This is an optimization exercise on Yosys and OpenROAD, whose aim is small area and a short achievable clock period, not a production implementation. Function was checked by simulation only, so behaviour that the tests miss may differ from the original. Power figures rest on the tool's default switching activity, not on a simulated workload.

## ARMcpu64
module ARMcpu64(ibus, clk, reset, daddrbus, databus_in, databus_out, dwrite, iaddrbus);
Size in the first run: about 8900 cells after synthesis, ~2600 flip-flops, ~120000 sq um of cells after synthesis.
==> flow/config.mk <==
export PLATFORM = sky130hd
export DESIGN_NAME = ARMcpu64
export DESIGN_NICKNAME = ARMcpu64
export VERILOG_FILES = /design/flow/design.v
export SDC_FILE = /design/flow/constraint.sdc
export NUM_CORES = 4
export LEC_CHECK = 0
export CAP_MARGIN = 20
export CORE_MARGIN = 2
export CORE_UTILIZATION = 50
export CTS_BUF_LIST = sky130_fd_sc_hd__clkbuf_8
export CTS_CLUSTER_SIZE = 25
export PLACE_DENSITY = 0.6
export SLEW_MARGIN = 20
export TNS_END_PERCENT = 40
==> flow/constraint.sdc <==
create_clock -name core_clock -period 11.0 [get_ports {clk}]
set_input_delay 2.2000 -clock core_clock [delete_from_list [all_inputs] [get_ports {clk}]]
set_output_delay 2.2000 -clock core_clock [all_outputs]
set_load 0.01 [all_outputs]
standard.sh (not shown) runs the stock make flow with config.mk's settings and CLKGATE_MAP_FILE= SYNTH_SCRIPT=/design/flow/synth_recipe.tcl, a recipe that flattens the netlist after the stock synthesis.
==> flow/flow/run.sh <==
#!/bin/bash
set -euo pipefail
export SETUP_SLACK_MARGIN=7.8
export BUFFER_PORTS_ARGS="-buffer_cell sky130_fd_sc_hd__buf_2"
bash standard.sh > standard_flow.log 2>&1
Then changed:
--- a/flow/flow/run.sh
+++ b/flow/flow/run.sh
@@ -3 +3 @@
-export SETUP_SLACK_MARGIN=7.8
+export SETUP_SLACK_MARGIN=7.5
After rerunning:
- The changed run ran to the end with no violations
- clock power climbs by a few percent
- area after synthesis stays the same
- maximum frequency drops by a few percent
- sequential share of layout area climbs by 0.64 points
- die area stays the same
- wire length drops by a few percent
- total power drops slightly
- worst setup slack gets worse by 0.11 ns
- cell count drops slightly
- sequential power stays flat
- design area drops slightly
Then changed:
--- a/flow/flow/run.sh
+++ b/flow/flow/run.sh
@@ -3 +3 @@
-export SETUP_SLACK_MARGIN=7.5
+export SETUP_SLACK_MARGIN=7.3
What happened: Critical path depth is unchanged. Global-route usage goes down by 0.43 points. Cell count fell by 0.31%. Setup slack degrades by 0.065 ns. Sequential power is about the same. Cell area drops by 1.0%. Count of clock-buffer cells in the layout stays the same.
Then changed:
- CTS_CLUSTER_SIZE: 25 -> unset
- TNS_END_PERCENT: 40 -> unset
The new run ran to the end with no violations.
Synthesized area does not change.
Setup slack got worse by 0.030 ns.
Via count is higher by 0.56%.
Sequential share of layout area is lower by 0.35 points.
Clock skew is lower by 0.0098 ns.
Utilization is higher by 0.43 points.
Power is higher by 1.0%.

* * *

## tundra
Another version of the RTL of ARMcpu64 (not shown whole).
For scale: roughly 9100 cells after synthesis, roughly 120000 um2 of cells after synthesis.
export LEC_CHECK = 0
export CAP_MARGIN = 20
export CORE_MARGIN = 2
export CORE_UTILIZATION = 50
export CTS_BUF_LIST = sky130_fd_sc_hd__clkbuf_8
export CTS_CLUSTER_SIZE = 25
export PLACE_DENSITY = 0.6
export SLEW_MARGIN = 20
export TNS_END_PERCENT = 40
create_clock -name core_clock -period 11.0 [get_ports {clk}]
==> flow/flow/run.sh <==
#!/bin/bash
set -euo pipefail
export SETUP_SLACK_MARGIN=7.3
export BUFFER_PORTS_ARGS="-buffer_cell sky130_fd_sc_hd__buf_2"
bash standard.sh > standard_flow.log 2>&1
tundra | stages: all done | timing, DRC, antenna: all pass
The following lists how cedar was set up differently from tundra:
==> flow/flow/run.sh <==
#!/bin/bash
set -euo pipefail
export SETUP_SLACK_MARGIN=7.5
export BUFFER_PORTS_ARGS="-buffer_cell sky130_fd_sc_hd__buf_2"
bash standard.sh > standard_flow.log 2>&1
Notes after the runs:
- cedar was carried through to the last stage, and its layout satisfied the timing, design-rule and antenna checks.
- Of tundra and cedar, cedar shows the higher combinational power, with tundra below it.
- The number of cells on the worst reg-to-reg path of cedar exceeds that of tundra by 8.
- Compared cedar against tundra; number of global-route vias before repair within noise.
- Summary — non-clock buffer count, cedar relative to tundra: higher, by about 3%.
- cedar vs tundra: routed length on met2 down slightly
- A startpoint of the most critical setup path of sb[9]$_DFF_P_ is what tundra shows, while ex_a[31]$_DFF_P_ belongs to cedar.
- On global-route wire length before repair, the lower figure sits with tundra, not cedar.
- Compared with tundra, cedar shows a higher total wire length after detailed routing.
Changes in delta relative to cedar:
- TNS_END_PERCENT: 40 -> unset
- CTS_CLUSTER_SIZE: 25 -> unset
==> flow/flow/run.sh <==
#!/bin/bash
set -euo pipefail
export SETUP_SLACK_MARGIN=7.3
export BUFFER_PORTS_ARGS="-buffer_cell sky130_fd_sc_hd__buf_2"
bash standard.sh > standard_flow.log 2>&1
### Flow results
The CTS clock-pin slew for the worst setup and hold paths was comparable across delta and cedar. delta vs. cedar: sequential group share of total power went down; part of the power in the clock network went up; core utilization went up.

==> re-timing with driven ports <==
Ports are ideal in the flow. The routed layouts listed here were re-timed in OpenROAD.
Step 1 (the two cells are an assumption about what drives the block):
set clk [get_ports {clk}]
set_driving_cell -lib_cell sky130_fd_sc_hd__clkbuf_16 $clk
set_driving_cell -lib_cell sky130_fd_sc_hd__buf_2 [delete_from_list [all_inputs] $clk]
Step 2 moves the port delays by t, midway between the first and last clock arrival at a register: inputs arrive t later, outputs are due t later. That takes back most of the time a late clock gives input paths.
Slacks: no drivers / after step 1 / after step 2; pairs: no drivers / after step 1.
run	shift t [ns]	setup WS [ns]	clock arrival spread, ns	slew at the worst register clock pin (ns)
the first run of note 1	1.247	7.104 / 7.021 / 6.482	0.131 / 0.130	0.07 / 0.07
the second run of note 1	1.252	6.996 / 6.996 / 6.183	0.090 / 0.089	0.08 / 0.08
the third run of note 1	1.260	6.931 / 6.931 / 5.941	0.089 / 0.089	0.07 / 0.07
the fourth run of note 1	1.230	6.901 / 6.901 / 6.132	0.086 / 0.085	0.08 / 0.08
tundra	1.227	6.823 / 6.823 / 6.227	0.156 / 0.156	0.08 / 0.08
cedar	1.212	6.892 / 6.892 / 6.380	0.152 / 0.153	0.08 / 0.08
delta	1.204	6.842 / 6.842 / 6.388	0.146 / 0.146	0.08 / 0.08
After both steps every run listed still meets setup and hold. The setup slack of the third run of note 1, which loses most, moves by 0.000 ns with the drivers and by -0.990 ns with both steps.
